What follows belongs to an exercise in optimizing a design on an open flow for small area and a short achievable clock period; a production flow would make more cautious choices.
Function was checked by simulation only, so behaviour that the tests miss may differ from the original.
Power and IR drop assume default switching activity.

$ cat design/flow/config.mk
export PLATFORM = sky130hd
export DESIGN_NAME = SCDDataPath
export DESIGN_NICKNAME = SCDDataPath
export VERILOG_FILES = /design/flow/design.v
export SDC_FILE = /design/flow/constraint.sdc
export NUM_CORES = 4
export LEC_CHECK = 0
export CAP_MARGIN = 20
export CORE_MARGIN = 2
export CORE_UTILIZATION = 50
export CTS_BUF_LIST = sky130_fd_sc_hd__clkbuf_8 sky130_fd_sc_hd__clkbuf_16
export CTS_CLUSTER_DIAMETER = 90
export CTS_CLUSTER_SIZE = 24
export SETUP_SLACK_MARGIN = 3
export SLEW_MARGIN = 20
export SYNTH_HIERARCHICAL = 1
$ cat design/flow/constraint.sdc
create_clock -name core_clock -period 10.5 [get_ports {clk}]
set_input_delay 2.1000 -clock core_clock [delete_from_list [all_inputs] [get_ports {clk}]]
set_output_delay 2.1000 -clock core_clock [all_outputs]
set_load 0.01 [all_outputs]
$ cat design/flow/design.v
module bit32_2to1mux(out, sel, in1, in2);
input [31:0] in1, in2;
output [31:0] out;
input sel;
assign out = sel ? in2 : in1;
endmodule
module addr_add(addr, a, imm);
output [4:0] addr;
input [4:0] a, imm;
assign addr = a + imm;
endmodule
module bop_bit(out, r, alusrc, k);
output out;
input r, alusrc, k;
assign out = (r & ~alusrc) ^ k;
endmodule
module g_inv(y, a);
output y;
input a;
assign y = ~a;
endmodule
module g_nand2(y, a, b);
output y;
input a, b;
assign y = ~(a & b);
endmodule
module g_nor2(y, a, b);
output y;
input a, b;
assign y = ~(a | b);
endmodule
module g_nand3(y, a, b, c);
output y;
input a, b, c;
assign y = ~(a & b & c);
endmodule
module g_and3(y, a, b, c);
output y;
input a, b, c;
assign y = a & b & c;
endmodule
module g_and2(y, a, b);
output y;
input a, b;
assign y = a & b;
endmodule
module g_nand4(y, a, b, c, d);
output y;
input a, b, c, d;
assign y = ~(a & b & c & d);
endmodule
module g_nor3(y, a, b, c);
output y;
input a, b, c;
assign y = ~(a | b | c);
endmodule
module g_a21o(y, a1, a2, b1);
output y;
input a1, a2, b1;
assign y = (a1 & a2) | b1;
endmodule
module g_a22oi(y, a1, a2, b1, b2);
output y;
input a1, a2, b1, b2;
assign y = ~((a1 & a2) | (b1 & b2));
endmodule
module g_a21oi(y, a1, a2, b1);
output y;
input a1, a2, b1;
assign y = ~((a1 & a2) | b1);
endmodule
module g_o21ai(y, a1, a2, b1);
output y;
input a1, a2, b1;
assign y = ~((a1 | a2) & b1);
endmodule
module g_xor2(y, a, b);
output y;
input a, b;
assign y = a ^ b;
endmodule
module g_xnor2(y, a, b);
output y;
input a, b;
assign y = ~(a ^ b);
endmodule
module g_xor2o(y, a, b);
output y;
input a, b;
assign y = a ^ b;
endmodule
module g_xnor2o(y, a, b);
output y;
input a, b;
assign y = ~(a ^ b);
endmodule
module ks_carry(c, gn, tn);
output [31:0] c;
input [31:0] gn, tn;
wire G1_31;
wire T1_31;
wire G1_30;
wire T1_30;
wire G1_29;
wire T1_29;
wire G1_28;
wire T1_28;
wire G1_27;
wire T1_27;
wire G1_26;
wire T1_26;
wire G1_25;
wire T1_25;
wire G1_24;
wire T1_24;
wire G1_23;
wire T1_23;
wire G1_22;
wire T1_22;
wire G1_21;
wire T1_21;
wire G1_20;
wire T1_20;
wire G1_19;
wire T1_19;
wire G1_18;
wire T1_18;
wire G1_17;
wire T1_17;
wire G1_16;
wire T1_16;
wire G1_15;
wire T1_15;
wire G1_14;
wire T1_14;
wire G1_13;
wire T1_13;
wire G1_12;
wire T1_12;
wire G1_11;
wire T1_11;
wire G1_10;
wire T1_10;
wire G1_9;
wire T1_9;
wire G1_8;
wire T1_8;
wire G1_7;
wire T1_7;
wire G1_6;
wire T1_6;
wire G1_5;
wire T1_5;
wire G1_4;
wire T1_4;
wire G1_3;
wire T1_3;
wire G1_2;
wire T1_2;
wire G1_1;
wire G2_31;
wire T2_31;
wire G2_30;
wire T2_30;
wire G2_29;
wire T2_29;
wire G2_28;
wire T2_28;
wire G2_27;
wire T2_27;
wire G2_26;
wire T2_26;
wire G2_25;
wire T2_25;
wire G2_24;
wire T2_24;
wire G2_23;
wire T2_23;
wire G2_22;
wire T2_22;
wire G2_21;
wire T2_21;
wire G2_20;
wire T2_20;
wire G2_19;
wire T2_19;
wire G2_18;
wire T2_18;
wire G2_17;
wire T2_17;
wire G2_16;
wire T2_16;
wire G2_15;
wire T2_15;
wire G2_14;
wire T2_14;
wire G2_13;
wire T2_13;
wire G2_12;
wire T2_12;
wire G2_11;
wire T2_11;
wire G2_10;
wire T2_10;
wire G2_9;
wire T2_9;
wire G2_8;
wire T2_8;
wire G2_7;
wire T2_7;
wire G2_6;
wire T2_6;
wire G2_5;
wire T2_5;
wire G2_4;
wire T2_4;
wire G2_3;
wire G2_2;
wire gn_0_i;
wire G3_31;
wire T3_31;
wire G3_30;
wire T3_30;
wire G3_29;
wire T3_29;
wire G3_28;
wire T3_28;
wire G3_27;
wire T3_27;
wire G3_26;
wire T3_26;
wire G3_25;
wire T3_25;
wire G3_24;
wire T3_24;
wire G3_23;
wire T3_23;
wire G3_22;
wire T3_22;
wire G3_21;
wire T3_21;
wire G3_20;
wire T3_20;
wire G3_19;
wire T3_19;
wire G3_18;
wire T3_18;
wire G3_17;
wire T3_17;
wire G3_16;
wire T3_16;
wire G3_15;
wire T3_15;
wire G3_14;
wire T3_14;
wire G3_13;
wire T3_13;
wire G3_12;
wire T3_12;
wire G3_11;
wire T3_11;
wire G3_10;
wire T3_10;
wire G3_9;
wire T3_9;
wire G3_8;
wire T3_8;
wire G3_7;
wire G3_6;
wire G3_5;
wire G1_1_i;
wire G3_4;
wire G4_31;
wire T4_31;
wire G4_30;
wire T4_30;
wire G4_29;
wire T4_29;
wire G4_28;
wire T4_28;
wire G4_27;
wire T4_27;
wire G4_26;
wire T4_26;
wire G4_25;
wire T4_25;
wire G4_24;
wire T4_24;
wire G4_23;
wire T4_23;
wire G4_22;
wire T4_22;
wire G4_21;
wire T4_21;
wire G4_20;
wire T4_20;
wire G4_19;
wire T4_19;
wire G4_18;
wire T4_18;
wire G4_17;
wire T4_17;
wire G4_16;
wire T4_16;
wire G4_15;
wire G4_14;
wire G4_13;
wire G4_12;
wire G4_11;
wire G2_3_i;
wire G4_10;
wire G2_2_i;
wire G4_9;
wire G4_8;
wire G5_31;
wire G5_30;
wire G5_29;
wire G5_28;
wire G5_27;
wire G5_26;
wire G5_25;
wire G5_24;
wire G5_23;
wire G3_7_i;
wire G5_22;
wire G3_6_i;
wire G5_21;
wire G3_5_i;
wire G5_20;
wire G3_4_i;
wire G5_19;
wire G5_18;
wire G5_17;
wire G5_16;
wire G4_8_i;
wire G4_9_i;
wire G4_10_i;
wire G4_11_i;
wire G4_12_i;
wire G4_13_i;
wire G4_14_i;
wire G4_15_i;
g_o21ai u1(G1_31, tn[31], gn[30], gn[31]);
g_nor2 u2(T1_31, tn[31], tn[30]);
g_o21ai u3(G1_30, tn[30], gn[29], gn[30]);
g_nor2 u4(T1_30, tn[30], tn[29]);
g_o21ai u5(G1_29, tn[29], gn[28], gn[29]);
g_nor2 u6(T1_29, tn[29], tn[28]);
g_o21ai u7(G1_28, tn[28], gn[27], gn[28]);
g_nor2 u8(T1_28, tn[28], tn[27]);
g_o21ai u9(G1_27, tn[27], gn[26], gn[27]);
g_nor2 u10(T1_27, tn[27], tn[26]);
g_o21ai u11(G1_26, tn[26], gn[25], gn[26]);
g_nor2 u12(T1_26, tn[26], tn[25]);
g_o21ai u13(G1_25, tn[25], gn[24], gn[25]);
g_nor2 u14(T1_25, tn[25], tn[24]);
g_o21ai u15(G1_24, tn[24], gn[23], gn[24]);
g_nor2 u16(T1_24, tn[24], tn[23]);
g_o21ai u17(G1_23, tn[23], gn[22], gn[23]);
g_nor2 u18(T1_23, tn[23], tn[22]);
g_o21ai u19(G1_22, tn[22], gn[21], gn[22]);
g_nor2 u20(T1_22, tn[22], tn[21]);
g_o21ai u21(G1_21, tn[21], gn[20], gn[21]);
g_nor2 u22(T1_21, tn[21], tn[20]);
g_o21ai u23(G1_20, tn[20], gn[19], gn[20]);
g_nor2 u24(T1_20, tn[20], tn[19]);
g_o21ai u25(G1_19, tn[19], gn[18], gn[19]);
g_nor2 u26(T1_19, tn[19], tn[18]);
g_o21ai u27(G1_18, tn[18], gn[17], gn[18]);
g_nor2 u28(T1_18, tn[18], tn[17]);
g_o21ai u29(G1_17, tn[17], gn[16], gn[17]);
g_nor2 u30(T1_17, tn[17], tn[16]);
g_o21ai u31(G1_16, tn[16], gn[15], gn[16]);
g_nor2 u32(T1_16, tn[16], tn[15]);
g_o21ai u33(G1_15, tn[15], gn[14], gn[15]);
g_nor2 u34(T1_15, tn[15], tn[14]);
g_o21ai u35(G1_14, tn[14], gn[13], gn[14]);
g_nor2 u36(T1_14, tn[14], tn[13]);
g_o21ai u37(G1_13, tn[13], gn[12], gn[13]);
g_nor2 u38(T1_13, tn[13], tn[12]);
g_o21ai u39(G1_12, tn[12], gn[11], gn[12]);
g_nor2 u40(T1_12, tn[12], tn[11]);
g_o21ai u41(G1_11, tn[11], gn[10], gn[11]);
g_nor2 u42(T1_11, tn[11], tn[10]);
g_o21ai u43(G1_10, tn[10], gn[9], gn[10]);
g_nor2 u44(T1_10, tn[10], tn[9]);
g_o21ai u45(G1_9, tn[9], gn[8], gn[9]);
g_nor2 u46(T1_9, tn[9], tn[8]);
g_o21ai u47(G1_8, tn[8], gn[7], gn[8]);
g_nor2 u48(T1_8, tn[8], tn[7]);
g_o21ai u49(G1_7, tn[7], gn[6], gn[7]);
g_nor2 u50(T1_7, tn[7], tn[6]);
g_o21ai u51(G1_6, tn[6], gn[5], gn[6]);
g_nor2 u52(T1_6, tn[6], tn[5]);
g_o21ai u53(G1_5, tn[5], gn[4], gn[5]);
g_nor2 u54(T1_5, tn[5], tn[4]);
g_o21ai u55(G1_4, tn[4], gn[3], gn[4]);
g_nor2 u56(T1_4, tn[4], tn[3]);
g_o21ai u57(G1_3, tn[3], gn[2], gn[3]);
g_nor2 u58(T1_3, tn[3], tn[2]);
g_o21ai u59(G1_2, tn[2], gn[1], gn[2]);
g_nor2 u60(T1_2, tn[2], tn[1]);
g_o21ai u61(G1_1, tn[1], gn[0], gn[1]);
g_a21oi u62(G2_31, T1_31, G1_29, G1_31);
g_nand2 u63(T2_31, T1_31, T1_29);
g_a21oi u64(G2_30, T1_30, G1_28, G1_30);
g_nand2 u65(T2_30, T1_30, T1_28);
g_a21oi u66(G2_29, T1_29, G1_27, G1_29);
g_nand2 u67(T2_29, T1_29, T1_27);
g_a21oi u68(G2_28, T1_28, G1_26, G1_28);
g_nand2 u69(T2_28, T1_28, T1_26);
g_a21oi u70(G2_27, T1_27, G1_25, G1_27);
g_nand2 u71(T2_27, T1_27, T1_25);
g_a21oi u72(G2_26, T1_26, G1_24, G1_26);
g_nand2 u73(T2_26, T1_26, T1_24);
g_a21oi u74(G2_25, T1_25, G1_23, G1_25);
g_nand2 u75(T2_25, T1_25, T1_23);
g_a21oi u76(G2_24, T1_24, G1_22, G1_24);
g_nand2 u77(T2_24, T1_24, T1_22);
g_a21oi u78(G2_23, T1_23, G1_21, G1_23);
g_nand2 u79(T2_23, T1_23, T1_21);
g_a21oi u80(G2_22, T1_22, G1_20, G1_22);
g_nand2 u81(T2_22, T1_22, T1_20);
g_a21oi u82(G2_21, T1_21, G1_19, G1_21);
g_nand2 u83(T2_21, T1_21, T1_19);
g_a21oi u84(G2_20, T1_20, G1_18, G1_20);
g_nand2 u85(T2_20, T1_20, T1_18);
g_a21oi u86(G2_19, T1_19, G1_17, G1_19);
g_nand2 u87(T2_19, T1_19, T1_17);
g_a21oi u88(G2_18, T1_18, G1_16, G1_18);
g_nand2 u89(T2_18, T1_18, T1_16);
g_a21oi u90(G2_17, T1_17, G1_15, G1_17);
g_nand2 u91(T2_17, T1_17, T1_15);
g_a21oi u92(G2_16, T1_16, G1_14, G1_16);
g_nand2 u93(T2_16, T1_16, T1_14);
g_a21oi u94(G2_15, T1_15, G1_13, G1_15);
g_nand2 u95(T2_15, T1_15, T1_13);
g_a21oi u96(G2_14, T1_14, G1_12, G1_14);
g_nand2 u97(T2_14, T1_14, T1_12);
g_a21oi u98(G2_13, T1_13, G1_11, G1_13);
g_nand2 u99(T2_13, T1_13, T1_11);
g_a21oi u100(G2_12, T1_12, G1_10, G1_12);
g_nand2 u101(T2_12, T1_12, T1_10);
g_a21oi u102(G2_11, T1_11, G1_9, G1_11);
g_nand2 u103(T2_11, T1_11, T1_9);
g_a21oi u104(G2_10, T1_10, G1_8, G1_10);
g_nand2 u105(T2_10, T1_10, T1_8);
g_a21oi u106(G2_9, T1_9, G1_7, G1_9);
g_nand2 u107(T2_9, T1_9, T1_7);
g_a21oi u108(G2_8, T1_8, G1_6, G1_8);
g_nand2 u109(T2_8, T1_8, T1_6);
g_a21oi u110(G2_7, T1_7, G1_5, G1_7);
g_nand2 u111(T2_7, T1_7, T1_5);
g_a21oi u112(G2_6, T1_6, G1_4, G1_6);
g_nand2 u113(T2_6, T1_6, T1_4);
g_a21oi u114(G2_5, T1_5, G1_3, G1_5);
g_nand2 u115(T2_5, T1_5, T1_3);
g_a21oi u116(G2_4, T1_4, G1_2, G1_4);
g_nand2 u117(T2_4, T1_4, T1_2);
g_a21oi u118(G2_3, T1_3, G1_1, G1_3);
g_inv u119(gn_0_i, gn[0]);
g_a21oi u120(G2_2, T1_2, gn_0_i, G1_2);
g_o21ai u121(G3_31, T2_31, G2_27, G2_31);
g_nor2 u122(T3_31, T2_31, T2_27);
g_o21ai u123(G3_30, T2_30, G2_26, G2_30);
g_nor2 u124(T3_30, T2_30, T2_26);
g_o21ai u125(G3_29, T2_29, G2_25, G2_29);
g_nor2 u126(T3_29, T2_29, T2_25);
g_o21ai u127(G3_28, T2_28, G2_24, G2_28);
g_nor2 u128(T3_28, T2_28, T2_24);
g_o21ai u129(G3_27, T2_27, G2_23, G2_27);
g_nor2 u130(T3_27, T2_27, T2_23);
g_o21ai u131(G3_26, T2_26, G2_22, G2_26);
g_nor2 u132(T3_26, T2_26, T2_22);
g_o21ai u133(G3_25, T2_25, G2_21, G2_25);
g_nor2 u134(T3_25, T2_25, T2_21);
g_o21ai u135(G3_24, T2_24, G2_20, G2_24);
g_nor2 u136(T3_24, T2_24, T2_20);
g_o21ai u137(G3_23, T2_23, G2_19, G2_23);
g_nor2 u138(T3_23, T2_23, T2_19);
g_o21ai u139(G3_22, T2_22, G2_18, G2_22);
g_nor2 u140(T3_22, T2_22, T2_18);
g_o21ai u141(G3_21, T2_21, G2_17, G2_21);
g_nor2 u142(T3_21, T2_21, T2_17);
g_o21ai u143(G3_20, T2_20, G2_16, G2_20);
g_nor2 u144(T3_20, T2_20, T2_16);
g_o21ai u145(G3_19, T2_19, G2_15, G2_19);
g_nor2 u146(T3_19, T2_19, T2_15);
g_o21ai u147(G3_18, T2_18, G2_14, G2_18);
g_nor2 u148(T3_18, T2_18, T2_14);
g_o21ai u149(G3_17, T2_17, G2_13, G2_17);
g_nor2 u150(T3_17, T2_17, T2_13);
g_o21ai u151(G3_16, T2_16, G2_12, G2_16);
g_nor2 u152(T3_16, T2_16, T2_12);
g_o21ai u153(G3_15, T2_15, G2_11, G2_15);
g_nor2 u154(T3_15, T2_15, T2_11);
g_o21ai u155(G3_14, T2_14, G2_10, G2_14);
g_nor2 u156(T3_14, T2_14, T2_10);
g_o21ai u157(G3_13, T2_13, G2_9, G2_13);
g_nor2 u158(T3_13, T2_13, T2_9);
g_o21ai u159(G3_12, T2_12, G2_8, G2_12);
g_nor2 u160(T3_12, T2_12, T2_8);
g_o21ai u161(G3_11, T2_11, G2_7, G2_11);
g_nor2 u162(T3_11, T2_11, T2_7);
g_o21ai u163(G3_10, T2_10, G2_6, G2_10);
g_nor2 u164(T3_10, T2_10, T2_6);
g_o21ai u165(G3_9, T2_9, G2_5, G2_9);
g_nor2 u166(T3_9, T2_9, T2_5);
g_o21ai u167(G3_8, T2_8, G2_4, G2_8);
g_nor2 u168(T3_8, T2_8, T2_4);
g_o21ai u169(G3_7, T2_7, G2_3, G2_7);
g_o21ai u170(G3_6, T2_6, G2_2, G2_6);
g_inv u171(G1_1_i, G1_1);
g_o21ai u172(G3_5, T2_5, G1_1_i, G2_5);
g_o21ai u173(G3_4, T2_4, gn[0], G2_4);
g_a21oi u174(G4_31, T3_31, G3_23, G3_31);
g_nand2 u175(T4_31, T3_31, T3_23);
g_a21oi u176(G4_30, T3_30, G3_22, G3_30);
g_nand2 u177(T4_30, T3_30, T3_22);
g_a21oi u178(G4_29, T3_29, G3_21, G3_29);
g_nand2 u179(T4_29, T3_29, T3_21);
g_a21oi u180(G4_28, T3_28, G3_20, G3_28);
g_nand2 u181(T4_28, T3_28, T3_20);
g_a21oi u182(G4_27, T3_27, G3_19, G3_27);
g_nand2 u183(T4_27, T3_27, T3_19);
g_a21oi u184(G4_26, T3_26, G3_18, G3_26);
g_nand2 u185(T4_26, T3_26, T3_18);
g_a21oi u186(G4_25, T3_25, G3_17, G3_25);
g_nand2 u187(T4_25, T3_25, T3_17);
g_a21oi u188(G4_24, T3_24, G3_16, G3_24);
g_nand2 u189(T4_24, T3_24, T3_16);
g_a21oi u190(G4_23, T3_23, G3_15, G3_23);
g_nand2 u191(T4_23, T3_23, T3_15);
g_a21oi u192(G4_22, T3_22, G3_14, G3_22);
g_nand2 u193(T4_22, T3_22, T3_14);
g_a21oi u194(G4_21, T3_21, G3_13, G3_21);
g_nand2 u195(T4_21, T3_21, T3_13);
g_a21oi u196(G4_20, T3_20, G3_12, G3_20);
g_nand2 u197(T4_20, T3_20, T3_12);
g_a21oi u198(G4_19, T3_19, G3_11, G3_19);
g_nand2 u199(T4_19, T3_19, T3_11);
g_a21oi u200(G4_18, T3_18, G3_10, G3_18);
g_nand2 u201(T4_18, T3_18, T3_10);
g_a21oi u202(G4_17, T3_17, G3_9, G3_17);
g_nand2 u203(T4_17, T3_17, T3_9);
g_a21oi u204(G4_16, T3_16, G3_8, G3_16);
g_nand2 u205(T4_16, T3_16, T3_8);
g_a21oi u206(G4_15, T3_15, G3_7, G3_15);
g_a21oi u207(G4_14, T3_14, G3_6, G3_14);
g_a21oi u208(G4_13, T3_13, G3_5, G3_13);
g_a21oi u209(G4_12, T3_12, G3_4, G3_12);
g_inv u210(G2_3_i, G2_3);
g_a21oi u211(G4_11, T3_11, G2_3_i, G3_11);
g_inv u212(G2_2_i, G2_2);
g_a21oi u213(G4_10, T3_10, G2_2_i, G3_10);
g_a21oi u214(G4_9, T3_9, G1_1, G3_9);
g_a21oi u215(G4_8, T3_8, gn_0_i, G3_8);
g_o21ai u216(G5_31, T4_31, G4_15, G4_31);
g_o21ai u217(G5_30, T4_30, G4_14, G4_30);
g_o21ai u218(G5_29, T4_29, G4_13, G4_29);
g_o21ai u219(G5_28, T4_28, G4_12, G4_28);
g_o21ai u220(G5_27, T4_27, G4_11, G4_27);
g_o21ai u221(G5_26, T4_26, G4_10, G4_26);
g_o21ai u222(G5_25, T4_25, G4_9, G4_25);
g_o21ai u223(G5_24, T4_24, G4_8, G4_24);
g_inv u224(G3_7_i, G3_7);
g_o21ai u225(G5_23, T4_23, G3_7_i, G4_23);
g_inv u226(G3_6_i, G3_6);
g_o21ai u227(G5_22, T4_22, G3_6_i, G4_22);
g_inv u228(G3_5_i, G3_5);
g_o21ai u229(G5_21, T4_21, G3_5_i, G4_21);
g_inv u230(G3_4_i, G3_4);
g_o21ai u231(G5_20, T4_20, G3_4_i, G4_20);
g_o21ai u232(G5_19, T4_19, G2_3, G4_19);
g_o21ai u233(G5_18, T4_18, G2_2, G4_18);
g_o21ai u234(G5_17, T4_17, G1_1_i, G4_17);
g_o21ai u235(G5_16, T4_16, gn[0], G4_16);
assign c[0] = gn_0_i;
assign c[1] = G1_1;
assign c[2] = G2_2_i;
assign c[3] = G2_3_i;
assign c[4] = G3_4;
assign c[5] = G3_5;
assign c[6] = G3_6;
assign c[7] = G3_7;
g_inv u236(G4_8_i, G4_8);
assign c[8] = G4_8_i;
g_inv u237(G4_9_i, G4_9);
assign c[9] = G4_9_i;
g_inv u238(G4_10_i, G4_10);
assign c[10] = G4_10_i;
g_inv u239(G4_11_i, G4_11);
assign c[11] = G4_11_i;
g_inv u240(G4_12_i, G4_12);
assign c[12] = G4_12_i;
g_inv u241(G4_13_i, G4_13);
assign c[13] = G4_13_i;
g_inv u242(G4_14_i, G4_14);
assign c[14] = G4_14_i;
g_inv u243(G4_15_i, G4_15);
assign c[15] = G4_15_i;
assign c[16] = G5_16;
assign c[17] = G5_17;
assign c[18] = G5_18;
assign c[19] = G5_19;
assign c[20] = G5_20;
assign c[21] = G5_21;
assign c[22] = G5_22;
assign c[23] = G5_23;
assign c[24] = G5_24;
assign c[25] = G5_25;
assign c[26] = G5_26;
assign c[27] = G5_27;
assign c[28] = G5_28;
assign c[29] = G5_29;
assign c[30] = G5_30;
assign c[31] = G5_31;
endmodule
module predec5(pa, pb, a);
output [3:0] pa;
output [7:0] pb;
input [4:0] a;
assign pa = 4'b1 << a[1:0];
assign pb = 8'b1 << a[4:2];
endmodule
module ALU(in1, in2, carryin, op, result, resout);
input [31:0] in1, in2;
input carryin;
input [1:0] op;
output [31:0] result, resout;
wire [31:0] gn, tn, hn, c, pre;
wire cin = carryin & op[1];
alu_pg pg(gn, tn, hn, in1, in2, op[1], cin);
alu_pre pl(pre, tn, hn, op);
ks_carry ks(c, gn, tn);
genvar j;
generate
for (j = 0; j < 32; j = j + 1) begin : bt
  if (j == 0) begin
    g_xor2 x(result[j], pre[j], cin);
    g_xor2o xo(resout[j], pre[j], cin);
  end else begin
    g_xor2 x(result[j], pre[j], c[j-1]);
    g_xor2o xo(resout[j], pre[j], c[j-1]);
  end
end
endgenerate
endmodule
module alu_pre(pre, tn, hn, op);
output [31:0] pre;
input [31:0] tn, hn;
input [1:0] op;
genvar j;
generate
for (j = 0; j < 32; j = j + 1) begin : bt
  pre_bit p(pre[j], tn[j], hn[j], op[1], op[0]);
end
endgenerate
endmodule
module pre_bit(pre, tn, hn, o1, o0);
output pre;
input tn, hn, o1, o0;
assign pre = o1 ? (~tn & hn) : (o0 ? ~tn : ~hn);
endmodule
module alu_pg(gn, tn, hn, a, b, en, cin);
output [31:0] gn, tn, hn;
input [31:0] a, b;
input en, cin;
genvar j;
generate
for (j = 0; j < 32; j = j + 1) begin : bt
  if (j == 0) begin
    assign gn[0] = ~((a[0] & b[0] & en) | ((a[0] | b[0]) & cin));
  end else begin
    g_nand3 n(gn[j], a[j], b[j], en);
  end
  g_nor2 t(tn[j], a[j], b[j]);
  g_nand2 h(hn[j], a[j], b[j]);
end
endgenerate
endmodule
module alu_control(o0,o1,o2,op, ALUOp1, ALUOp0);
    output o0,o1,o2;
    input [5:0] op;
    input ALUOp1, ALUOp0;
    assign o2 = ALUOp0 | (ALUOp1 & op[1]);
    assign o1 = (~ALUOp1) | (~op[2]);
    assign o0 = ALUOp1 & (op[3] | op[0]);
endmodule
module alu_early(k, imm, alusrc, o2);
output [31:0] k;
input [31:0] imm;
input alusrc, o2;
genvar j;
generate
for (j = 0; j < 32; j = j + 1) begin : bt
  g_a21o a(k[j], alusrc, imm[j], o2);
end
endgenerate
endmodule
module alusrc_dec(alusrc, op);
output alusrc;
input [5:0] op;
wire a, b0, b, y, z;
g_nand3 ga(a, op[5], op[1], op[0]);
g_nor3 gb0(b0, op[5], op[1], op[0]);
g_nand2 gb(b, op[3], b0);
g_nand2 gy(y, a, b);
g_nor2 gz(z, op[4], op[2]);
g_and2 gs(alusrc, y, z);
endmodule
module ANDarray (RegDst,ALUSrc, MemtoReg, RegWrite, MemRead, MemWrite,Branch,ALUOp0,ALUOp1,Op);
input [5:0] Op;
output RegDst,ALUSrc,MemtoReg, RegWrite, MemRead, MemWrite, Branch, ALUOp0, ALUOp1;
wire Rformat, lw,sw,beq,addi;
assign Rformat= (~Op[0])& (~Op[1])& (~Op[2])& (~Op[3])& (~Op[4])& (~Op[5]);
assign lw = (Op[5]) & (~Op[4]) & (~Op[3]) & (~Op[2]) & (Op[1]) & (Op[0]);
assign sw = (Op[5]) & (~Op[4]) & (Op[3]) & (~Op[2]) & (Op[1]) & (Op[0]);
assign beq = (~Op[5]) & (~Op[4]) & (~Op[3]) & (Op[2]) & (~Op[1]) & (~Op[0]);
assign addi = (~Op[5]) & (~Op[4]) & (Op[3]) & (~Op[2]) & (~Op[1]) & (~Op[0]);
assign RegDst=Rformat;
assign ALUSrc = lw | sw | addi;
assign MemtoReg = lw;
assign RegWrite = Rformat | lw | addi;
assign MemRead = lw;
assign MemWrite = sw;
assign Branch = beq;
assign ALUOp1 = Rformat;
assign ALUOp0 = beq;
endmodule
module sign_extender(outp, inp);
output[31:0] outp;
input[15:0] inp;
assign outp = {{16{inp[15]}}, inp};
endmodule
module RegFile32(clk, reset, ReadReg1, ReadReg2, WriteData, WriteReg, RegWrite,
                 ReadData1, H2);
input clk, reset, RegWrite;
input [31:0] WriteData;
input [4:0] ReadReg1, ReadReg2, WriteReg;
output [31:0] ReadData1;
output [63:0] H2;
reg [31:0] regs [0:31];
reg [31:0] valid;
wire [31:0] sel1, sel2;
wire [1023:0] flat;
wire [127:0] Q1, Q2;
wire [63:0] H1;
wire [3:0] pa1, pa2;
wire [7:0] pb1, pb2;
predec5 pd1(pa1, pb1, ReadReg1);
predec5 pd2(pa2, pb2, ReadReg2);
genvar i, j;
generate
for (i = 0; i < 32; i = i + 1) begin : g
  always @(posedge clk)
    if (RegWrite && WriteReg == i) regs[i] <= WriteData;
  always @(posedge clk or negedge reset)
    if (!reset) valid[i] <= 1'b0;
    else if (RegWrite && WriteReg == i) valid[i] <= 1'b1;
  g_and3 s1(sel1[i], pa1[i % 4], pb1[i / 4], valid[i]);
  g_and3 s2(sel2[i], pa2[i % 4], pb2[i / 4], valid[i]);
end
for (i = 0; i < 32; i = i + 1) begin : f
  assign flat[i*32 +: 32] = regs[i];
end
endgenerate
andor32q t1(Q1, sel1, flat);
andor32q t2(Q2, sel2, flat);
qcomb c1(H1, Q1);
qcomb c2(H2, Q2);
for (j = 0; j < 32; j = j + 1) begin : ot
  g_nand2 f1(ReadData1[j], H1[2*j], H1[2*j+1]);
end
endmodule
module andor32q(q, sel, d);
output [127:0] q;
input [31:0] sel;
input [1023:0] d;
reg [31:0] r [0:3];
integer k, m;
always @* begin
  for (m = 0; m < 4; m = m + 1) begin
    r[m] = 32'b0;
    for (k = 0; k < 8; k = k + 1)
      r[m] = r[m] | ({32{sel[8*m+k]}} & d[(8*m+k)*32 +: 32]);
  end
end
genvar j, n;
generate
for (j = 0; j < 32; j = j + 1) begin : bt
  for (n = 0; n < 4; n = n + 1) begin : qt
    assign q[4*j+n] = r[n][j];
  end
end
endgenerate
endmodule
module qcomb(h, q);
output [63:0] h;
input [127:0] q;
genvar j;
generate
for (j = 0; j < 64; j = j + 1) begin : bt
  g_nor2 n(h[j], q[2*j], q[2*j+1]);
end
endgenerate
endmodule
module data_memory(clk, Address, WriteData, MemWrite, ReadData);
input clk, MemWrite;
input [31:0] WriteData;
output [31:0] ReadData;
input [4:0] Address;
reg [31:0] mem [0:31];
wire [31:0] sel;
wire [1023:0] flat;
wire [127:0] Q;
wire [63:0] H;
wire [3:0] pa;
wire [7:0] pb;
predec5 pd(pa, pb, Address);
genvar i, j;
generate
for (i = 0; i < 32; i = i + 1) begin : g
  always @(posedge clk)
    if (MemWrite && Address == i) mem[i] <= WriteData;
  g_and2 s(sel[i], pa[i % 4], pb[i / 4]);
end
for (i = 0; i < 32; i = i + 1) begin : f
  assign flat[i*32 +: 32] = mem[i];
end
endgenerate
andor32q t(Q, sel, flat);
qcomb c(H, Q);
for (j = 0; j < 32; j = j + 1) begin : ot
  g_nand2 f(ReadData[j], H[2*j], H[2*j+1]);
end
endmodule
module SCDDataPath(ALUout, instr, reset, clk);
output [31:0] ALUout;
input clk, reset;
input [31:0] instr;
wire RegDst, ALUSrc, MemtoReg, RegWrite, MemRead, MemWrite, Branch, ALUOp0, ALUOp1;
wire o0, o1, o2;
wire [31:0] ReadData1, ReadData2, BOperand, AluRes, WriteData, ReadMemData, signextended, k;
wire [63:0] H2;
wire [4:0] WriteReg;
wire ALUSrcCtl;
ANDarray control_unit(RegDst, ALUSrcCtl, MemtoReg, RegWrite, MemRead, MemWrite, Branch, ALUOp0, ALUOp1, instr[31:26]);
alusrc_dec alusrc_fast(ALUSrc, instr[31:26]);
alu_control alu_con(o0, o1, o2, instr[5:0], ALUOp1, ALUOp0);
sign_extender sign_extend(signextended, instr[15:0]);
alu_early early(k, signextended, ALUSrc, o2);
assign WriteReg = RegDst ? instr[15:11] : instr[20:16];
RegFile32 register_file(clk, reset, instr[25:21], instr[20:16], WriteData, WriteReg, RegWrite,
                        ReadData1, H2);
genvar j;
generate
for (j = 0; j < 32; j = j + 1) begin : bt
  wire rb;
  g_nand2 rd2(ReadData2[j], H2[2*j], H2[2*j+1]);
  g_a21oi rbm(rb, H2[2*j], H2[2*j+1], ALUSrc);
  g_xor2 bx(BOperand[j], rb, k[j]);
end
endgenerate
bit32_2to1mux wd(WriteData, MemtoReg, AluRes, ReadMemData);
ALU alu_instance(ReadData1, BOperand, o2, {o1, o0}, AluRes, ALUout);
wire [4:0] MemAddr;
addr_add aadd(MemAddr, ReadData1[4:0], instr[4:0]);
data_memory data_mem(clk, MemAddr, ReadData2, MemWrite, ReadMemData);
endmodule
$ cat design/flow/run.sh
#!/bin/bash
# synth_recipe.tcl (not shown) runs the flow's synth.tcl, then flattens the netlist and writes it again
# the make line also repeats each setting of config.mk as NAME=value (left out here)
make -C /OpenROAD-flow-scripts/flow DESIGN_CONFIG=/design/flow/config.mk WORK_HOME=/design/flow/orfs CLKGATE_MAP_FILE= SYNTH_SCRIPT=/design/flow/synth_recipe.tcl finish
==> results of run 1 <==
## timing repair
action                                 in CTS  in global routing
setup buffers                             100                 68
pin swaps                                 164                181
endpoints found under the hold margin       0                  0
gates cloned                               14                  6
gates resized for setup                   856                217
setup endpoints to repair                1146               1043
## registers in the layout, indices dropped and copies added, names as in the netlist
register,count
data_mem.mem,1024
register_file.regs,1024
register_file.valid,32
## power groups by stage
stage / sequential [mW] / clock (mW) / combinational, mW
final: 9.26 / 4.41 / 1.28
after global routing: 9.26 / 4.69 / 1.32
after CTS: 9.26 / 4.44 / 1.21
after detailed placement: 9.45 / 0 / 1.10
after global placement: 9.45 / 0 / 1.08
after floorplan: 9.44 / 0 / 0.525
## final cells by class
| cell class | count | area (um^2) |
|---|---|---|
| repair buffers | 535 | 5550 |
| multi-input cells | 3106 | 25300 |
| well taps | 2310 | 2890 |
| diodes | 4 | 10.0 |
| flip-flops and latches | 2080 | 62300 |
| fillers | 13000 | 72700 |
| inverters | 20 | 88.8 |
| clock buffers | 100 | 2500 |
| clock inverters | 45 | 395 |
## per-stage QoR
step | hold slack [ps] | worst slack (ps) | power, mW
6_report | 513 | 2760 | 15.0
3_5_place_dp | 475 | 778 | 10.5
2_1_floorplan | 451 | 3120 | 9.97
5_1_grt | 529 | 2700 | 15.3
4_1_cts | 509 | 2770 | 14.9
3_3_place_gp | 469 | 667 | 10.5
## worst max-delay path by stage
stage                    from                            end  slack (ps)  cells past startpoint
global route        instr[17]                     ALUout[28]        2700                     19
finish              instr[16]                     ALUout[30]        2760                     22
global placement    instr[16]                     ALUout[19]         670                     17
floorplan           instr[23]  data_mem.mem[28][0]$_DFFE_PP_        3120                     14
CTS                 instr[17]                     ALUout[24]        2770                     21
detailed placement  instr[16]                     ALUout[19]         780                     17
## metal layers
metal  wire length (um)  up-vias  global-route usage, %
met5                 14        -                      0
met4              19800        2                   17.3
met3              27700      848                   5.71
met2             137000     3732                   52.1
met1             109000    29300                   42.7
li1                   -    23500                      -
==> results by group, run 1 <==
Worst setup path
  – Cell with the most instances on the worst path: buf_4
  – Crit path buffers/inverters: 8
  – RR Startpoint: register_file.valid[31]$_DFFE_PN0P_
  – Critical-path top delay cell: and3_4
  – Top delay family on crit path: buffers and inverters
  – Arrival @ worst endpoint: 5640 ps
  – Setup crit end kind: output port
  – R2R setup slack: 4310 ps
  – Max Fanout on Critical Path: 8
  – Required time of the critical path: 8400 ps
  – CP Launch Type: input pin
  – Reg2reg path depth: 17
  – Type of the worst setup path: input pin to output port
  – CP peak stage delay: 380 ps
  – Critical-path cell list: buf_6, nor2_4, and3_4, clkbuf_16, a22oi_1, nand4_1, nor2_1, buf_4, a21oi_4, xor2_2, buf_4, nor2_4, buf_4, nor2_4, nand2_4, o21ai_4, buf_6, a21oi_4, o21ai_4, xor2_2, buf_4, buf_6
  – RR Endpoint: register_file.regs[0][27]$_DFFE_PP_

Cells and area
  – Area growth syn-to-layout: 14.7%
  – Most common cell after layout, fill and taps aside: edfxtp_1
  – Most frequent cells in the layout: edfxtp_1 (2048), a22oi_1 (1496), nand4_1 (386)
  – Share of post-route cells with drive strength above 1: 23.5%
  – Finished Layout Cells: 8200
  – Post-route design area: 0.0991 mm^2
  – Fin util: 57.7%
  – # nets final: 5882

Power and ir drop
  – Pleak: 31.8 nW
  – Peak supply drop: 185 uV
  – Cell Pwr Density: 151 mW/mm^2
  – Clock share of power: 29.5%
  – Switching Share: 24.0%
  – Internal power: 11.4 mW
  – Comb pwr share: 8.6%
  – Sequential power share: 61.9%
  – Psw: 3.58 mW

Floorplanning
  – Row cnt: 152
  – DIE HEIGHT: 420 um
  – Die Width: 420 um
  – # IOs: 66
  – Initial Util: 50.3%
  – Die area: 0.176 mm^2
  – Core Region: 0.172 mm^2

Outcome
  – Status: timing/DRC/antenna clean

Global routing
  – Vias in the first global route: 54600
  – Tot GR Track Use: 32.6%
  – Gr ovfl total: 0
  – Global-route wire length before repair: 406000 um
  – Initial antenna violation count: 6
  – Largest net degree at the start of global routing: 71

Timing
  – RSZ-0062 raised after global routing: true
  – Max frequency: 129 MHz
  – Post-layout min period: 7740 ps
  – Slew Limit Headroom: 30.1%
  – Fin. max-slew vios: 0
  – Final setup fails: 0
  – Hold Vio Cnt, Final: 0
  – Setup_tns: 0 ps
  – Worst clock skew: 55.1 ps
  – Final period utilization: 73.7%
  – Worst slew pin tran: 1050 ps

Drt
  – Vias/cell: 7.00
  – DRC: 0
  – Vias: 57400
  – Routed Antenna Nets: 0
  – Final wirelength: 294000 um
  – Iter 0 DRT Violations: 8255
  – Pre-antenna DRT Iters: 10
  – Wire per inst: 35.9 um

Place
  – Placed cell areas: 0.0904 mm^2
  – Hpwl dp: 181000 um
  – GP Congestion: 0.980
  – Placed cell count: 7861
  – Number of port buffers: 65

Worst hold path
  – Min-Delay Endpoint: register_file.valid[18]$_DFFE_PN0P_
  – Hold WC Path Type: register to register
  – Hold Path Depth: 1
  – Hold Crit Start: register_file.valid[18]$_DFFE_PN0P_

Clock tree
  – Reg clk slew, reported paths: 90 ps
  – Max clock buf depth: 3
  – CTS Buf Count: 100
  – Clock Sinks: 2080
  – Post-CTS Hold Fix Bufs: 0
  – CTS root buf: clkbuf_16
  – CTS tree: done
  – H-tree depth: 3
  – Worst-skew pair later-pin latency: 810 ps

Synth
  – Syn_nets: 5617
  – Mapped cell area: 0.0864 mm^2
  – Mean post-synth cell area: 15.5 um^2
  – Ys Warns: 12
  – Post-Syn Instances: 5578

Job
  – Max cap viols: 0
==> inputs of run 2 (changes only) <==
--- a/design/flow/design.v
+++ b/design/flow/design.v
@@ -59,6 +59,11 @@
 input a1, a2, b1;
 assign y = (a1 & a2) | b1;
 endmodule
+module g_or3(y, a, b, c);
+output y;
+input a, b, c;
+assign y = a | b | c;
+endmodule
 module g_a22oi(y, a1, a2, b1, b2);
 output y;
 input a1, a2, b1, b2;
@@ -795,6 +800,38 @@
 end
 endgenerate
 endmodule
+module andor32g(g, sel, d);
+output [351:0] g;
+input [31:0] sel;
+input [1023:0] d;
+genvar j, m;
+generate
+for (j = 0; j < 32; j = j + 1) begin : bt
+  for (m = 0; m < 11; m = m + 1) begin : gt
+    if (m < 10) begin
+      assign g[11*j+m] = ~((sel[3*m] & d[(3*m)*32+j]) | (sel[3*m+1] & d[(3*m+1)*32+j])
+                           | (sel[3*m+2] & d[(3*m+2)*32+j]));
+    end else begin
+      assign g[11*j+m] = ~((sel[30] & d[30*32+j]) | (sel[31] & d[31*32+j]));
+    end
+  end
+end
+endgenerate
+endmodule
+module gcomb(out, g);
+output [31:0] out;
+input [351:0] g;
+genvar j;
+generate
+for (j = 0; j < 32; j = j + 1) begin : bt
+  wire [2:0] h;
+  g_nand4 n0(h[0], g[11*j], g[11*j+1], g[11*j+2], g[11*j+3]);
+  g_nand4 n1(h[1], g[11*j+4], g[11*j+5], g[11*j+6], g[11*j+7]);
+  g_nand3 n2(h[2], g[11*j+8], g[11*j+9], g[11*j+10]);
+  g_or3 o(out[j], h[0], h[1], h[2]);
+end
+endgenerate
+endmodule
 module qcomb(h, q);
 output [63:0] h;
 input [127:0] q;
@@ -813,8 +850,7 @@
 reg [31:0] mem [0:31];
 wire [31:0] sel;
 wire [1023:0] flat;
-wire [127:0] Q;
-wire [63:0] H;
+wire [351:0] Q;
 wire [3:0] pa;
 wire [7:0] pb;
 predec5 pd(pa, pb, Address);
@@ -829,11 +865,8 @@
   assign flat[i*32 +: 32] = mem[i];
 end
 endgenerate
-andor32q t(Q, sel, flat);
-qcomb c(H, Q);
-for (j = 0; j < 32; j = j + 1) begin : ot
-  g_nand2 f(ReadData[j], H[2*j], H[2*j+1]);
-end
+andor32g t(Q, sel, flat);
+gcomb c(ReadData, Q);
 endmodule
 module SCDDataPath(ALUout, instr, reset, clk);
 output [31:0] ALUout;
--- a/design/flow/config.mk
+++ b/design/flow/config.mk
@@ -9,8 +9,8 @@
 export CORE_MARGIN = 2
 export CORE_UTILIZATION = 50
 export CTS_BUF_LIST = sky130_fd_sc_hd__clkbuf_8 sky130_fd_sc_hd__clkbuf_16
-export CTS_CLUSTER_DIAMETER = 90
-export CTS_CLUSTER_SIZE = 24
+export CTS_CLUSTER_DIAMETER = 80
+export CTS_CLUSTER_SIZE = 20
 export SETUP_SLACK_MARGIN = 3
 export SLEW_MARGIN = 20
 export SYNTH_HIERARCHICAL = 1
==> run 2 against run 1 <==
Compared with the run above:
- via count is 0.26% higher
- total power is 5.4% higher
- utilization is 0.56 points higher
- synthesized cell count is 4.6% lower
- register-to-register slack better by 80 ps
- critical path type unchanged
- critical endpoint is now ALUout[27]
==> results by group, run 2 <==
Clock tree
  – H-tree depth: 4
  – CTS Buf Count: 130
  – Post-CTS Hold Fix Bufs: 0
  – CTS root buf: clkbuf_16
  – Max clock buf depth: 3
  – Reg clk slew, reported paths: 80 ps
  – Worst-skew pair later-pin latency: 830 ps
  – CTS tree: done
  – Clock Sinks: 2080

Worst setup path
  – Critical-path cell list: buf_12, nor2b_4, buf_6, and3_4, buf_12, buf_16, a22oi_1, nand4_1, nor2_4, a21oi_2, xor2_2, nand3_2, o21ai_4, a21oi_4, o21ai_2, a21oi_4, buf_12, o21ai_4, xor2_2, buf_2
  – R2R setup slack: 4390 ps
  – Reg2reg path depth: 18
  – Max Fanout on Critical Path: 8
  – Required time of the critical path: 8400 ps
  – Worst setup startpoint: instr[16]
  – Cell with the most instances on the worst path: buf_12
  – CP Launch Type: input pin
  – CP peak stage delay: 310 ps
  – Worst setup path end: ALUout[27]
  – Arrival @ worst endpoint: 5820 ps
  – RR Endpoint: register_file.regs[5][1]$_DFFE_PP_
  – Type of the worst setup path: input pin to output port
  – Setup crit end kind: output port
  – RR Startpoint: register_file.valid[19]$_DFFE_PN0P_
  – Critical-path top delay cell: nand4_1

Floorplanning
  – DIE HEIGHT: 418 um
  – Initial Util: 50.5%
  – Row cnt: 151
  – Core Region: 0.170 mm^2
  – Die Width: 418 um
  – Die area: 0.175 mm^2
  – # IOs: 66

Drt
  – Wire per inst: 37.1 um
  – Routed Antenna Nets: 0
  – Pre-antenna DRT Iters: 10
  – Iter 0 DRT Violations: 11000
  – Final wirelength: 292000 um
  – DRC: 0
  – Vias/cell: 7.29
  – Vias: 57500

Cells and area
  – Area growth syn-to-layout: 15.4%
  – # nets final: 5647
  – Most frequent cells in the layout: edfxtp_1 (2048), a22oi_1 (1014), buf_4 (349)
  – Fill cell count: 12700
  – FF+latch area: 0.0623 mm^2
  – Largest regs: data_mem.mem (1024), register_file.regs (1024), register_file.valid (32)
  – Multi-input logic area: 0.0248 mm^2
  – Fin util: 58.2%
  – Share of post-route cells with drive strength above 1: 25.3%
  – Most common cell after layout, fill and taps aside: edfxtp_1

Power and ir drop
  – Psw: 3.72 mW
  – Sequential power share: 58.7%
  – Comb pwr share: 8.4%
  – Cell Pwr Density: 159 mW/mm^2
  – Peak supply drop: 181 uV
  – Clock share of power: 32.9%
  – Switching Share: 23.6%
  – Internal power: 12.1 mW
  – Pleak: 32.2 nW

Place
  – GP Congestion: 0.961
  – Hpwl dp: 183000 um
  – Number of port buffers: 65

Timing
  – Post-layout min period: 7920 ps
  – Final setup fails: 0
  – Max frequency: 126 MHz
  – Fin. max-slew vios: 0
  – Slew Limit Headroom: 18.6%
  – Setup_tns: 0 ps
  – RSZ-0062 raised after global routing: true
  – Worst clock skew: 40.2 ps
  – Worst hold slack: 520 ps
  – Worst slew pin tran: 1220 ps
  – Final period utilization: 75.4%
  – Hold Vio Cnt, Final: 0

Synth
  – Mapped cell area: 0.0857 mm^2
  – Syn_nets: 5361
  – Ys Warns: 12
  – Mean post-synth cell area: 16.1 um^2
  – Post-Syn Instances: 5322

Global routing
  – Tot GR Track Use: 32.3%
  – Initial antenna violation count: 13
  – Global-route wire length before repair: 401000 um
  – Gr ovfl total: 0
  – Largest net degree at the start of global routing: 96
  – Vias in the first global route: 53100

Job
  – Max cap viols: 0

Outcome
  – Status: timing/DRC/antenna clean

Worst hold path
  – Hold Crit Start: register_file.valid[10]$_DFFE_PN0P_
  – Hold WC Path Type: register to register
[run 2: layer usage]
metal	vias to the layer above	part of all wire [%]	track usage [%]
li1	23000	-	-
met1	29500	37	45.1
met2	4292	45	49.1
met3	693	12	6.22
met4	10	5.5	15.0
met5	-	0.024	0
[run 2: area by class of cell]
class                      instances  area share [%]
tap                             2218            2.81
clock buffer                     134            3.39
antenna                           11          0.0278
inverter                          20          0.0847
timing repair buffer             522            5.13
multi-input combinational       2854            25.1
clock inverter                    47           0.511
sequential                      2080            63.0
[run 2: what timing repair did]
item / 4_1_cts / 5_1_grt
buffers inserted: 100 / 46
gates cloned: 13 / 10
pin swaps: 274 / 169
endpoints found under the setup margin: 1210 / 1056
resized for setup: 969 / 158
[run 2: worst max-delay path, delay by kind of cell]
kind | cells | cell delay [ps]
AO/OA/AOI/OAI | 7 | 1170
AND/OR/NAND/NOR | 5 | 1120
XOR/XNOR | 2 | 530
buffers and inverters | 6 | 840
[run 2: power groups by stage]
stage          clock (mW)  sequential (mW)  combinational [mW]
2_1_floorplan           0             9.44               0.523
3_3_place_gp            0             9.45                1.06
3_5_place_dp            0             9.45                1.08
4_1_cts              5.24             9.26                1.21
5_1_grt              5.50             9.26                1.35
6_report             5.19             9.26                1.32
[run 2: worst min path at each step]
stage | cells after the start | to | slack (ps)
2_1_floorplan | 1 | register_file.valid[0]$_DFFE_PN0P_ | 450
3_3_place_gp | 1 | register_file.valid[11]$_DFFE_PN0P_ | 480
3_5_place_dp | 1 | register_file.valid[14]$_DFFE_PN0P_ | 480
4_1_cts | 1 | register_file.valid[11]$_DFFE_PN0P_ | 500
5_1_grt | 1 | register_file.valid[11]$_DFFE_PN0P_ | 530
6_report | 1 | register_file.valid[10]$_DFFE_PN0P_ | 520
[run 2: stage by stage]
| step | cell area (um^2) | setup WS [ps] | total power, mW | std cells |
|---|---|---|---|---|
| 2_1_floorplan | 85700 | 3120 | 9.96 | 5322 |
| 3_3_place_gp | 89100 | 842 | 10.5 | 7520 |
| 3_5_place_dp | 89200 | 825 | 10.5 | 7525 |
| 4_1_cts | 97700 | 2760 | 15.7 | 7819 |
| 5_1_grt | 98900 | 2580 | 16.1 | 7876 |
| 6_report | 98900 | 2580 | 15.8 | 7886 |

-- separate check: timing with driven ports --
In the flow no input, the clock included, has a driving cell. The finished layouts below were timed again as built, in two steps. Step 1 (the two cells are an assumption about what drives the block):
set clk [get_ports {clk}]
set_driving_cell -lib_cell sky130_fd_sc_hd__clkbuf_16 $clk
set_driving_cell -lib_cell sky130_fd_sc_hd__buf_2 [delete_from_list [all_inputs] $clk]
Step 2 times the ports against the registers' clock, not the clock port: input delays grow and output delays shrink by t, the midpoint of the rising clock arrivals with the driver on. Three values: no drivers, after step 1, after step 2; two values: the first two.
run | shift t [ns] | setup WS [ns] | worst hold slack (ns) | worst setup path after step 2
run 1 | 0.863 | 2.757 / 2.722 / 2.250 | 0.513 / 0.513 / 0.513 | input to register
run 2 | 0.901 | 2.583 / 2.535 / 2.173 | 0.520 / 0.520 / 0.520 | input to register
After both steps every run listed still meets setup and hold. The setup slack of run 1, which loses most, moves by -0.035 ns with the drivers and by -0.507 ns with both steps.
